Background: an optimization exercise with open tools, aiming at a short achievable clock period and few clock cycles per item. Do not read the settings as production practice. The RTL was checked by simulation tests, not by an equivalence proof against the original design. Power is estimated from default activity; no workload was simulated.

## flow/design.v (module list and top-level ports; edited modules follow where they fit)
// module snax_alu_csr: 73 lines
// module snax_alu_pe: 4400 lines
// module snax_alu_shell_wrapper: 140 lines
module snax_alu_shell_wrapper #(
  parameter int unsigned RegRWCount   = 3,
  parameter int unsigned RegROCount   = 2,
  parameter int unsigned NumPE        = 2,
  parameter int unsigned DataWidth    = 32,
  parameter int unsigned OutDataWidth = DataWidth*2,
  parameter int unsigned RegDataWidth = 32,
  parameter int unsigned RegAddrWidth = 32
)(
  input  logic clk_i,
  input  logic rst_ni,
  output logic [(NumPE*OutDataWidth)-1:0] acc2stream_0_data_o,
  output logic acc2stream_0_valid_o,
  input  logic acc2stream_0_ready_i,
  input  logic [(NumPE*DataWidth)-1:0] stream2acc_0_data_i,
  input  logic stream2acc_0_valid_i,
  output logic stream2acc_0_ready_o,
  input  logic [(NumPE*DataWidth)-1:0] stream2acc_1_data_i,
  input  logic stream2acc_1_valid_i,
  output logic stream2acc_1_ready_o,
  input  logic [RegRWCount*RegDataWidth-1:0]      csr_reg_set_i,
  input  logic                                    csr_reg_set_valid_i,
  output logic                                    csr_reg_set_ready_o,
  output logic [RegROCount*RegDataWidth-1:0]      csr_reg_ro_set_o
);
  // ...
==> flow/flow/run.sh <==
#!/bin/bash
set -o pipefail
MARGIN=$(cat flow/margin.txt)
bash standard.sh synth > run_synth.log 2>&1 || exit 1
bash standard.sh SETUP_SLACK_MARGIN=$MARGIN MATCH_CELL_FOOTPRINT=0 \
  "BUFFER_PORTS_ARGS=-buffer_cell sky130_fd_sc_hd__buf_8" finish > run_layout.log 2>&1 || exit 1
==> flow/flow/margin.txt <==
10.75
==> flow/standard.sh <==
#!/bin/bash
# synth_recipe.tcl (not shown) runs the flow's synth.tcl, then flattens the netlist and writes it again
# the make line also repeats each setting of config.mk as NAME=value (left out here)
make -C /OpenROAD-flow-scripts/flow DESIGN_CONFIG=/design/flow/config.mk WORK_HOME=/design/flow/orfs CLKGATE_MAP_FILE= SYNTH_SCRIPT=/design/flow/synth_recipe.tcl "${@:-finish}"
==> flow/config.mk <==
export PLATFORM = sky130hd
export DESIGN_NAME = snax_alu_shell_wrapper
export DESIGN_NICKNAME = snax_alu_shell_wrapper
export VERILOG_FILES = /design/flow/design.v
export SDC_FILE = /design/flow/constraint.sdc
export NUM_CORES = 4
export LEC_CHECK = 0
export ABC_CLOCK_PERIOD_IN_PS = 1500
export CAP_MARGIN = 20
export CORE_MARGIN = 2
export CORE_UTILIZATION = 40
export CTS_CLUSTER_DIAMETER = 150
export CTS_CLUSTER_SIZE = 20
export SLEW_MARGIN = 20
==> flow/constraint.sdc <==
create_clock -name core_clock -period 15.0 [get_ports {clk_i}]
set_input_delay 3.0000 -clock core_clock [delete_from_list [all_inputs] [get_ports {clk_i}]]
set_output_delay 3.0000 -clock core_clock [all_outputs]
set_load 0.01 [all_outputs]
==> impl_metrics.toml, run 1 <==
[clocking]
post_cts_buffers = 48
clk_latency_ns = 0.86
cts-resized-gates = 403
clk_pin_slew_ns = 0.09

[critical_path]
worstPathMaxFanout = 2
worstReg2RegEnd = "q_data[149]"
cp_top_family = "flip-flops"

[floorplanning]
initial_utilization_pct = 40.2

[power]
p_int_mw = 14.6
power_leakage_nw = 67.0

[timing]
hold_viol = 0

[layout]
sh_seq_area_pct = 32.5
nonClockInverterCount = 2320
reg_top3 = "gen_pes.i_snax_alu_pe.tree1_q: 992 flops, q_data: 512 flops, gen_pes.i_snax_alu_pe.tree2_q: 250 flops"
final_cell_area_um2 = 150000
area_delta_synth_final_pct = 11.7
stdcell_count = 17200
signal_buffer_area_fraction_pct = 5.43

[global_routing]
gr-usage-met2_pct = 39.6

[detailed_routing]
ant_nets = 0

[synth]
post-synth-top-count-cell = "inv_1"
yosysSeqAreaShare_pct = 36.0
syn-cell-area_um2 = 134000

[outcome]
status = "no timing/DRC/antenna violations"

[placed_design]
hpwlAfterDp_um = 294000
Testbench counts, summed over its fixed seeds: cycles 12,607, items 12,166.
==> run 2: changes to the inputs <==
--- a/flow/config.mk
+++ b/flow/config.mk
@@ -9,6 +9,7 @@
 export CAP_MARGIN = 20
 export CORE_MARGIN = 2
-export CORE_UTILIZATION = 40
-export CTS_CLUSTER_DIAMETER = 150
-export CTS_CLUSTER_SIZE = 20
+export CORE_UTILIZATION = 60
+export CTS_CLUSTER_DIAMETER = 100
+export CTS_CLUSTER_SIZE = 30
+export PLACE_DENSITY = 0.7
 export SLEW_MARGIN = 20
==> run 2 against run 1 <==
Wire length shrank 1.3%. Non-clock buffer count shrank 5. Sequential share of layout area grew 0.29 points. Setup slack gained 0.0010 ns. Area after synthesis is the same. Final cell count shrank 8.2%. Hold slack gained 0.0022 ns. Die area shrank 33%. Clock-buffer cell count shrank 42. Via count grew 3.5%. Critical path type unchanged. Critical endpoint is now acc2stream_0_data_o[12]. Largest power group unchanged.
==> impl_metrics.toml, run 2 <==
[floorplanning]
initial_utilization_pct = 60.4
core_area_um2 = 223000
die_h_um = 477
die_w_um = 477
io_pins = 426
die-area_um2 = 228000
row_count = 173

[critical_path]
cp.required_ns = 12.00
worstPathMaxFanout = 2
arrival_ns = 1.44
slowest_delay_ns = 0.47
crit_buf_inv = 1
cp-end-kind = "output pin"
worstSetupStartpointType = "flop"
cp_top_family = "flip-flops"
cp_slowest_cell = "dfxtp_4"
crit_chain = "buf_8"
crit_type = "flop to output pin"

[synth]
syn_inst = 12700
synth_cell_types = 96
yosysSeqAreaShare_pct = 36.0
synth_top_area_cell = "fa_1"
synth.area.top_cells = "fa_1 27%, dfxtp_1 22%, edfxtp_1 11%"
yosys_warnings = 3
ys_ff_latch = 2129
synth_top_area_share_pct = 26.9
syn-cell-area_um2 = 134000
synth_area_per_cell_um2 = 10.5
synthArstFlopShare_pct = 5.50
synth_commonest_cells = "2,313 x inv_1, 1,806 x fa_1, 1,500 x dfxtp_1"
synth_edf_count = 512
ys.flop_type = "dfxtp_1"
post-synth-top-count-cell = "inv_1"

[layout]
area_delta_synth_final_pct = 10.5
multi_input_area_um2 = 75900
register_area_um2 = 48700
layout_common_cells = "2,309 x inv_1, 1,804 x fa_1, 1,414 x and2_1, 1,362 x dfxtp_1, 770 x nand2_1"
final_nets = 15100
top_register = "gen_pes.i_snax_alu_pe.tree1_q"
layout_commonest_cell = "inv_1"
fillers = 17100
drive_gt1_share_pct = 10.8
reg_top3 = "gen_pes.i_snax_alu_pe.tree1_q: 992 flops, q_data: 512 flops, gen_pes.i_snax_alu_pe.tree2_q: 250 flops"
largest_reg_flops = 992

[timing]
post-route-period-util_pct = 29.6
slew_headroom_pct = 21.6
max_freq_ghz = 0.225
final.setup.tns_ns = 0
fin_skew_ns = 0.0462
rsz0062_at_grt = "yes"
layout_setup_ws_ns = 10.56
setup_viol = 0
hold_viol = 0
finalCriticalPeriod_ns = 4.44
finalMaxSlewViolations = 0
tightest_slew_ns = 1.17

[clocking]
numClockSinks = 2129
cts_tree = "done"
clockRootBuffer = "clkbuf_16"
clk_latency_ns = 0.84
cts_max_level = 3
cts_buffers = 94
cts.path.max_buffers = 3
clk_pin_slew_ns = 0.11
ctsHoldBuffers = 0

[detailed_routing]
wl_um = 441000
drc = 0
drt_iter0_drc = 11700
routedWlPerCell_um = 27.9
via_count = 96700
ant_nets = 0
viasPerCell = 6.11
firstDrtPassIters = 7

[power]
p_sw_share_pct = 45.3
ir_drop_uv = 196
p_int_mw = 14.5
powerDensity_nw_per_um2 = 178
p_switching_mw = 12.0
clkPwrFrac_pct = 12.5
seqPwrFrac_pct = 32.1
power_leakage_nw = 67.0
p_comb_share_pct = 55.3

[global_routing]
first_global_vias = 101000
grt_max_degree = 118
overflow = 0
grtUsageTotal_pct = 38.8
antenna_found_initial = 46
grt_pass1_wl_um = 651000

[placed_design]
io_buffer_count = 331
place.gp.congestion = 1.01
hpwlAfterDp_um = 288000
dp_slack_ns = 7.47

[flow_run]
max_cap_viol_count = 0

[hold_path]
hold_path_class = "flop to flop"

[outcome]
status = "no timing/DRC/antenna violations"
## run 2: cell count changes in the layout (fill, tap and decap cells not counted), moves of 9 or more
cell	change
buf_12	+12
buf_4	-19
clkbuf_1	-22
clkbuf_16	-20
dfxtp_2	+9
dfxtp_4	-17
diode_2	+12
inv_8	+9
o21ai_0	-10
xor2_2	+9
## run 2: per-stage QoR
| stage | total power, mW | instance area (um^2) | cells | hold slack (ns) | utilization (%) |
|---|---|---|---|---|---|
| detailed placement | 22.4 | 142000 | 15500 | 0.312 | 63.7 |
| global placement | 22.0 | 142000 | 15500 | 0.310 | 63.7 |
| global route | 28.2 | 148000 | 15800 | 0.332 | 66.7 |
| finish | 26.5 | 148000 | 15800 | 0.334 | 66.7 |
| floorplan | 16.7 | 135000 | 12800 | 0.310 | - |
| CTS | 26.0 | 147000 | 15700 | 0.327 | 66.1 |
## run 2: cells by family after synthesis
family	Yosys count	synth area share, %
compound gates	1832	8.68
xor+xnor	319	2.08
fa+ha+maj	2137	30.0
buf+inv	3084	8.74
flops	2129	36.0
mux	172	2.50
other cells	2	0.00559
simple gates	3061	12.0
## run 2: path summary, 6_finish.rpt
kind	start	end	slack, ns	cells past startpoint
min in group asynchronous	rst_ni	i_simple_alu_csr.len_counter[29]	2.28	1
worst max-delay path	out_data_q[12]	acc2stream_0_data_o[12]	10.56	1
worst max register to register	gen_pes[0].i_snax_alu_pe.a_q[4]	q_data[405]	10.78	14
worst min-delay path	gen_pes[1].i_snax_alu_pe.tree1_q[5]	gen_pes[1].i_snax_alu_pe.tree2_q[4]	0.33	0
worst min register to register	gen_pes[1].i_snax_alu_pe.tree1_q[5]	gen_pes[1].i_snax_alu_pe.tree2_q[4]	0.33	0
max in group asynchronous	rst_ni	q_rd[1]	12.00	1
## run 2: power groups by stage
stage	Combinational [mW]	Clock (mW)	Sequential, mW
2_1_floorplan	8.50	0	8.20
3_3_place_gp	13.5	0	8.51
3_5_place_dp	13.9	0	8.55
4_1_cts	14.2	3.35	8.49
5_1_grt	16.0	3.53	8.61
6_report	14.7	3.32	8.50
## run 2: layout make-up
| cell class | count | area share [%] |
|---|---|---|
| Multi-Input combinational cell | 7563 | 51.1 |
| Sequential cell | 2129 | 32.8 |
| Inverter | 2320 | 5.88 |
| Timing Repair Buffer | 641 | 5.60 |
| Tap cell | 2975 | 2.51 |
| Clock buffer | 118 | 1.68 |
| Clock inverter | 44 | 0.401 |
| Antenna cell | 35 | 0.0590 |
## run 2: what timing repair did
| action | CTS | global route |
|---|---|---|
| buffers inserted | 65 | 40 |
| setup endpoints to repair | 1159 | 699 |
| gates resized for setup | 448 | 201 |
| gates cloned | 18 | 6 |
| pin swaps | 18 | 27 |
## run 2: per-layer routing
layer  global-route usage, %  wire [um]
met5                  0.0840         10
met4                    17.8      22800
met3                    11.2      57100
met2                    57.2     191000
met1                    53.3     170000
==> module snax_alu_shell_wrapper, before the edit <==
module snax_alu_shell_wrapper #(
  parameter int unsigned RegRWCount   = 3,
  parameter int unsigned RegROCount   = 2,
  parameter int unsigned NumPE        = 2,
  parameter int unsigned DataWidth    = 32,
  parameter int unsigned OutDataWidth = DataWidth*2,
  parameter int unsigned RegDataWidth = 32,
  parameter int unsigned RegAddrWidth = 32
)(
  input  logic clk_i,
  input  logic rst_ni,
  output logic [(NumPE*OutDataWidth)-1:0] acc2stream_0_data_o,
  output logic acc2stream_0_valid_o,
  input  logic acc2stream_0_ready_i,
  input  logic [(NumPE*DataWidth)-1:0] stream2acc_0_data_i,
  input  logic stream2acc_0_valid_i,
  output logic stream2acc_0_ready_o,
  input  logic [(NumPE*DataWidth)-1:0] stream2acc_1_data_i,
  input  logic stream2acc_1_valid_i,
  output logic stream2acc_1_ready_o,
  input  logic [RegRWCount*RegDataWidth-1:0]      csr_reg_set_i,
  input  logic                                    csr_reg_set_valid_i,
  output logic                                    csr_reg_set_ready_o,
  output logic [RegROCount*RegDataWidth-1:0]      csr_reg_ro_set_o
);
  localparam int unsigned Width   = NumPE*OutDataWidth;
  localparam int unsigned FastLat = 2;
  localparam int unsigned MulLat  = 4;
  localparam int unsigned QDepth  = MulLat;
  localparam int unsigned Cap     = QDepth + 1;
  logic       acc_output_success;
  logic       acc_ready;
  logic [1:0] csr_alu_config;
  logic [1:0] alu_mode;
  logic       is_mul, is_xor;
  logic       in_full_q, in_ready_q;
  logic       take;
  logic       addsub_q;
  logic [MulLat-2:0] mul_q;
  logic       xor_valid, fast_valid, arr_valid;
  logic [Width-1:0] xor_res, fast_res, prod_res, arr_data;
  logic             out_valid_q, out_empty_q;
  logic [Width-1:0] out_data_q;
  logic [QDepth-1:0][Width-1:0] q_data;
  logic [1:0] q_wr, q_rd;   
  logic [2:0] q_cnt;
  logic [2:0] occ_q;
  snax_alu_csr #(
    .RegDataWidth         ( RegDataWidth        )
  ) i_simple_alu_csr (
    .clk_i                ( clk_i               ),
    .rst_ni               ( rst_ni              ),
    .csr_reg_set_i        ( csr_reg_set_i       ),
    .csr_reg_set_valid_i  ( csr_reg_set_valid_i ),
    .csr_reg_set_ready_o  ( csr_reg_set_ready_o ),
    .csr_reg_ro_set_o     ( csr_reg_ro_set_o    ),
    .acc_output_success_i ( acc_output_success  ),
    .acc_ready_o          ( acc_ready           ),
    .csr_alu_config_o     ( csr_alu_config      )
  );
  assign alu_mode = csr_reg_set_valid_i ? csr_reg_set_i[1:0] : csr_alu_config;
  assign stream2acc_0_ready_o = !in_full_q;
  assign stream2acc_1_ready_o = !in_full_q;
  assign take = stream2acc_0_valid_i && stream2acc_1_valid_i && in_ready_q;
  assign acc2stream_0_valid_o = out_valid_q;
  assign acc2stream_0_data_o  = out_data_q;
  assign acc_output_success   = !out_empty_q && acc2stream_0_ready_i;
  for (genvar i = 0; i < NumPE; i ++) begin: gen_pes
    snax_alu_pe #(
      .FastLat ( FastLat )
    ) i_snax_alu_pe (
      .clk_i  ( clk_i                                           ),
      .a_i    ( stream2acc_0_data_i[i*DataWidth+:DataWidth]     ),
      .b_i    ( stream2acc_1_data_i[i*DataWidth+:DataWidth]     ),
      .mode_i ( alu_mode                                        ),
      .xor_o  ( xor_res[i*OutDataWidth+:OutDataWidth]           ),
      .fast_o ( fast_res[i*OutDataWidth+:OutDataWidth]          ),
      .prod_o ( prod_res[i*OutDataWidth+:OutDataWidth]          )
    );
  end
  assign is_mul = (alu_mode == 2'd2);
  assign is_xor = (alu_mode == 2'd3);
  always_ff @(posedge clk_i or negedge rst_ni) begin
    if (!rst_ni) begin
      addsub_q <= 1'b0;
      mul_q    <= '0;
    end else begin
      addsub_q <= take && !is_mul && !is_xor;
      mul_q    <= {mul_q[MulLat-3:0], take && is_mul};
    end
  end
  assign xor_valid = take && is_xor;
  if (FastLat == 1) begin : gen_fast1
    assign fast_valid = take && !is_mul && !is_xor;
  end else begin : gen_fast2
    assign fast_valid = addsub_q;
  end
  assign arr_valid = xor_valid || fast_valid || mul_q[MulLat-2];
  assign arr_data  = mul_q[MulLat-2] ? prod_res :
                     fast_valid      ? fast_res : xor_res;
  logic out_free;
  logic q_push, q_pop;
  assign out_free = out_empty_q || acc2stream_0_ready_i;
  assign q_pop    = out_free && (q_cnt != 0);
  assign q_push   = arr_valid && !(out_free && (q_cnt == 0));
  always_ff @(posedge clk_i or negedge rst_ni) begin
    if (!rst_ni) begin
      out_valid_q <= 1'b0;
      out_empty_q <= 1'b1;
      q_wr        <= '0;
      q_rd        <= '0;
      q_cnt       <= '0;
      occ_q       <= '0;
      in_full_q   <= 1'b0;
      in_ready_q  <= 1'b1;
    end else begin
      if (out_free) begin
        out_valid_q <=  ((q_cnt != 0) || arr_valid);
        out_empty_q <= !((q_cnt != 0) || arr_valid);
      end
      if (q_push) q_wr <= (q_wr == QDepth-1) ? '0 : q_wr + 1;
      if (q_pop)  q_rd <= (q_rd == QDepth-1) ? '0 : q_rd + 1;
      q_cnt <= q_cnt + 3'(q_push) - 3'(q_pop);
      occ_q <= occ_q + 3'(take) - 3'(acc_output_success);
      in_full_q  <= (occ_q + 3'(take) - 3'(acc_output_success)) >= Cap;
      in_ready_q <= (occ_q + 3'(take) - 3'(acc_output_success)) <  Cap;
    end
  end
  logic             sel_queue, sel_arr;
  logic [Width-1:0] out_data_d;
  assign sel_queue  = out_free && (q_cnt != 0);
  assign sel_arr    = out_free && (q_cnt == 0);
  assign out_data_d = ({Width{sel_queue}} & q_data[q_rd])
                    | ({Width{sel_arr}}   & arr_data)
                    | ({Width{!out_free}} & out_data_q);
  always_ff @(posedge clk_i) begin
    out_data_q <= out_data_d;
    if (arr_valid) q_data[q_wr] <= arr_data;
  end
endmodule
==> run 3: changes to the inputs <==
--- a/flow/design.v
+++ b/flow/design.v
@@ -4500,6 +4500,6 @@
   localparam int unsigned FastLat = 2;
   localparam int unsigned MulLat  = 4;
-  localparam int unsigned QDepth  = MulLat;
-  localparam int unsigned Cap     = QDepth + 1;
+  localparam int unsigned QDepth  = MulLat + 1;
+  localparam int unsigned Cap     = QDepth;
   logic       acc_output_success;
   logic       acc_ready;
@@ -4516,5 +4516,5 @@
   logic [Width-1:0] out_data_q;
   logic [QDepth-1:0][Width-1:0] q_data;
-  logic [1:0] q_wr, q_rd;   
+  logic [2:0] q_wr, q_rd, q_rd1;   
   logic [2:0] q_cnt;
   logic [2:0] occ_q;
@@ -4572,9 +4572,17 @@
   assign arr_data  = mul_q[MulLat-2] ? prod_res :
                      fast_valid      ? fast_res : xor_res;
-  logic out_free;
-  logic q_push, q_pop;
-  assign out_free = out_empty_q || acc2stream_0_ready_i;
-  assign q_pop    = out_free && (q_cnt != 0);
-  assign q_push   = arr_valid && !(out_free && (q_cnt == 0));
+  logic       out_go;
+  logic       cnt_ge1, cnt_ge2;
+  logic       sel_next, sel_head, sel_arr;
+  logic [Width-1:0] out_data_d;
+  assign out_go   = acc_output_success;
+  assign cnt_ge1  = (q_cnt != 0);
+  assign cnt_ge2  = (q_cnt > 1);
+  assign sel_next = out_go && cnt_ge2;
+  assign sel_head = !out_go && cnt_ge1;
+  assign sel_arr  = !sel_next && !sel_head;
+  assign out_data_d = ({Width{sel_next}} & q_data[q_rd1])
+                    | ({Width{sel_head}} & q_data[q_rd])
+                    | ({Width{sel_arr}}  & arr_data);
   always_ff @(posedge clk_i or negedge rst_ni) begin
     if (!rst_ni) begin
@@ -4583,4 +4591,5 @@
       q_wr        <= '0;
       q_rd        <= '0;
+      q_rd1       <= 3'd1;
       q_cnt       <= '0;
       occ_q       <= '0;
@@ -4588,11 +4597,12 @@
       in_ready_q  <= 1'b1;
     end else begin
-      if (out_free) begin
-        out_valid_q <=  ((q_cnt != 0) || arr_valid);
-        out_empty_q <= !((q_cnt != 0) || arr_valid);
+      out_valid_q <=  (arr_valid || cnt_ge2 || (cnt_ge1 && !out_go));
+      out_empty_q <= !(arr_valid || cnt_ge2 || (cnt_ge1 && !out_go));
+      if (arr_valid) q_wr <= (q_wr == QDepth-1) ? '0 : q_wr + 3'd1;
+      if (out_go) begin
+        q_rd  <= q_rd1;
+        q_rd1 <= (q_rd1 == QDepth-1) ? '0 : q_rd1 + 3'd1;
       end
-      if (q_push) q_wr <= (q_wr == QDepth-1) ? '0 : q_wr + 1;
-      if (q_pop)  q_rd <= (q_rd == QDepth-1) ? '0 : q_rd + 1;
-      q_cnt <= q_cnt + 3'(q_push) - 3'(q_pop);
+      q_cnt <= q_cnt + 3'(arr_valid) - 3'(out_go);
       occ_q <= occ_q + 3'(take) - 3'(acc_output_success);
       in_full_q  <= (occ_q + 3'(take) - 3'(acc_output_success)) >= Cap;
@@ -4600,11 +4610,4 @@
     end
   end
-  logic             sel_queue, sel_arr;
-  logic [Width-1:0] out_data_d;
-  assign sel_queue  = out_free && (q_cnt != 0);
-  assign sel_arr    = out_free && (q_cnt == 0);
-  assign out_data_d = ({Width{sel_queue}} & q_data[q_rd])
-                    | ({Width{sel_arr}}   & arr_data)
-                    | ({Width{!out_free}} & out_data_q);
   always_ff @(posedge clk_i) begin
     out_data_q <= out_data_d;
==> run 3 against run 2 <==
Power increased by 12%. Clock-buffer cell count is 5 higher. Setup slack got worse by 0.026 ns. Still clean on timing, DRC and antenna. Wire length rose by 14%. Synthesized cell count increased by 5.8%. Utilization down 0.34 points. Maximum frequency down 0.58%.
==> impl_metrics.toml, run 3 <==
[outcome]
status = "no timing/DRC/antenna violations"

[synth]
ys.flop_type = "dfxtp_1"
synth_top_area_cell = "fa_1"
ys_ff_latch = 2262
yosys_warnings = 3
synth_cell_types = 97
syn-cell-area_um2 = 145000
synth_area_per_cell_um2 = 10.8
synth_edf_count = 640
synth.area.top_cells = "fa_1 25%, dfxtp_1 21%, edfxtp_1 13%"
yosysSeqAreaShare_pct = 36.1
synthArstFlopShare_pct = 5.39
synth_commonest_cells = "1,810 x inv_1, 1,806 x fa_1, 1,500 x dfxtp_1"
syn_inst = 13500
synth_top_area_share_pct = 24.9
post-synth-top-count-cell = "inv_1"

[layout]
layout_common_cells = "1,805 x inv_1, 1,803 x fa_1, 1,423 x and2_1, 1,365 x dfxtp_1, 1,168 x nand2_1"
post-route-util_pct = 66.4
area_delta_synth_final_pct = 10.1
largest_reg_flops = 992
drive_gt1_share_pct = 11.6
top_register = "gen_pes.i_snax_alu_pe.tree1_q"
layout_commonest_cell = "inv_1"
fillers = 18300
final_nets = 15800
reg_top3 = "gen_pes.i_snax_alu_pe.tree1_q: 992 flops, q_data: 640 flops, gen_pes.i_snax_alu_pe.tree2_q: 250 flops"

[critical_path]
cp_top_family = "flip-flops"
worstPathMaxFanout = 2
arrival_ns = 1.46
crit_type = "flop to output pin"
cp-end-kind = "output pin"
slowest_delay_ns = 0.53
crit_buf_inv = 1
worstSetupStartpointType = "flop"
cp_slowest_cell = "dfrtp_4"
cp.required_ns = 12.00
crit_chain = "buf_8"

[timing]
fin_skew_ns = 0.0525
rsz0062_at_grt = "yes"
setup_viol = 0
finalCriticalPeriod_ns = 4.46
tightest_slew_ns = 1.22
post-route-period-util_pct = 29.8
max_freq_ghz = 0.224
finalMaxSlewViolations = 0
final.setup.tns_ns = 0
holdWs_ns = 0.339
hold_viol = 0
slew_headroom_pct = 18.3

[detailed_routing]
routedWlPerCell_um = 30.0
via_count = 107000
firstDrtPassIters = 8
drc = 0
ant_nets = 0
wl_um = 502000
drt_iter0_drc = 13200
viasPerCell = 6.40

[global_routing]
grt_max_degree = 123
antenna_found_initial = 39
first_global_vias = 111000
overflow = 0
grt_pass1_wl_um = 729000
grtUsageTotal_pct = 40.9

[power]
powerDensity_nw_per_um2 = 186
ir_drop_uv = 187
power_leakage_nw = 70.5

[placed_design]
place.gp.congestion = 1.04
io_buffer_count = 331
hpwlAfterDp_um = 328000

[clocking]
cts_buffers = 103
clk_latency_ns = 0.83
cts_tree = "done"
clk_pin_slew_ns = 0.11
numClockSinks = 2262
clockRootBuffer = "clkbuf_16"
cts_max_level = 3
ctsHoldBuffers = 0
cts.path.max_buffers = 3

[floorplanning]
die_w_um = 495
io_pins = 426
die-area_um2 = 245000
core_area_um2 = 240000
initial_utilization_pct = 60.3
die_h_um = 495
row_count = 180

[flow_run]
max_cap_viol_count = 0

[hold_path]
hold_path_class = "flop to flop"
==> run 3: logic make-up (layout without fill, tap and decap cells) <==
family          after synthesis  in the layout  synth area share, %
simple gates               3564           3573                 12.6
fa+ha+maj                  2144           2144                 27.9
mux                         303            303                 4.34
flops                      2262           2262                 36.1
buf+inv                    2697           2665                 7.11
xor+xnor                    315            315                 1.90
compound gates             2184           2185                 10.1
other cells                   2             69              0.00518
==> run 3: routing by layer <==
| metal | GRT usage [%] | routed length, um | vias up |
|---|---|---|---|
| met2 | 60.7 | 219000 | 7324 |
| li1 | - | - | 43600 |
| met4 | 20.0 | 27500 | 16 |
| met3 | 12.7 | 68200 | 1537 |
| met5 | 0 | 176 | - |
| met1 | 54.7 | 187000 | 54300 |
==> run 3: through the flow <==
step | cells | area, um^2 | worst slack [ns] | total power, mW
after floorplan | 13500 | 145000 | 7.95 | 18.5
after global placement | 16400 | 153000 | 8.07 | 24.6
after detailed placement | 16400 | 153000 | 7.95 | 25.0
after CTS | 16600 | 159000 | 10.49 | 29.1
after global routing | 16700 | 159000 | 10.50 | 31.5
final | 16700 | 160000 | 10.54 | 29.7
==> run 3: final timing paths <==
check	start	to	slack (ns)	depth (start not counted)
hold reg to reg	gen_pes[0].i_snax_alu_pe.tree1_q[5]	gen_pes[0].i_snax_alu_pe.tree2_q[4]	0.34	0
hold / removal	gen_pes[0].i_snax_alu_pe.tree1_q[5]	gen_pes[0].i_snax_alu_pe.tree2_q[4]	0.34	0
max in group asynchronous	rst_ni	i_simple_alu_csr.reg_ro_perf_counter[2]	11.99	1
setup reg to reg	gen_pes[0].i_snax_alu_pe.b_q[8]	q_data[146]	10.77	12
min in group asynchronous	rst_ni	i_simple_alu_csr.len_counter[21]	2.29	1
setup / recovery	i_simple_alu_csr.reg_ro_perf_counter[2]	csr_reg_ro_set_o[34]	10.54	1
==> run 3: layout make-up <==
type	count	area, um^2	share of cell area [%]
Clock inverter	60	868	0.544
Antenna cell	37	92.6	0.0580
Inverter	1815	6830	4.28
Sequential cell	2262	52700	33.0
Tap cell	3185	3990	2.50
Multi-Input combinational cell	8552	84000	52.7
Timing Repair Buffer	667	8340	5.23
Clock buffer	123	2770	1.74
==> run 3: power breakdown <==
part,switching (mW),internal [mW]
clock network,2.23,1.52
logic,10.5,6.42
registers,1.04,8.05
==> run 3: what timing repair did <==
action / CTS / global route
pin swaps: 18 / 25
buffers inserted: 58 / 19
cloned: 18 / 3
hold endpoints to repair: 0 / 0
setup endpoints to repair: 1503 / 1226
resized for setup: 421 / 175
Testbench counts of run 3, summed over its fixed seeds: cycles 12,607, items 12,166.

[port drivers added, routing unchanged]
The flow's constraints put no driver on any port. The routed layouts listed below were extracted and timed again, unchanged, in two steps.
Step 1: set_driving_cell puts a clkbuf_16 on clk_i and a buf_2 on each other input, an assumption about the parent block.
Step 2 adds t to the input delays and takes it off the output delays; t is the mean of the earliest and latest rising clock arrival at the registers after step 1. Input paths then give back, and output paths get back, about the clock's delay inside the block.
a / b / c = no drivers / after step 1 / after step 2; a / b = the first two.
run	t, ns	setup WS [ns]	slew at the worst register clock pin (ns)
run 1	0.937	10.561 / 10.456 / 9.782	0.10 / 0.10
run 2	0.903	10.562 / 10.474 / 9.785	0.13 / 0.13
run 3	0.899	10.536 / 10.443 / 9.885	0.12 / 0.12
After both steps setup and hold are still met in every run listed. The setup slack of run 1, which loses most, moves by -0.105 ns with the drivers and by -0.779 ns with both steps.
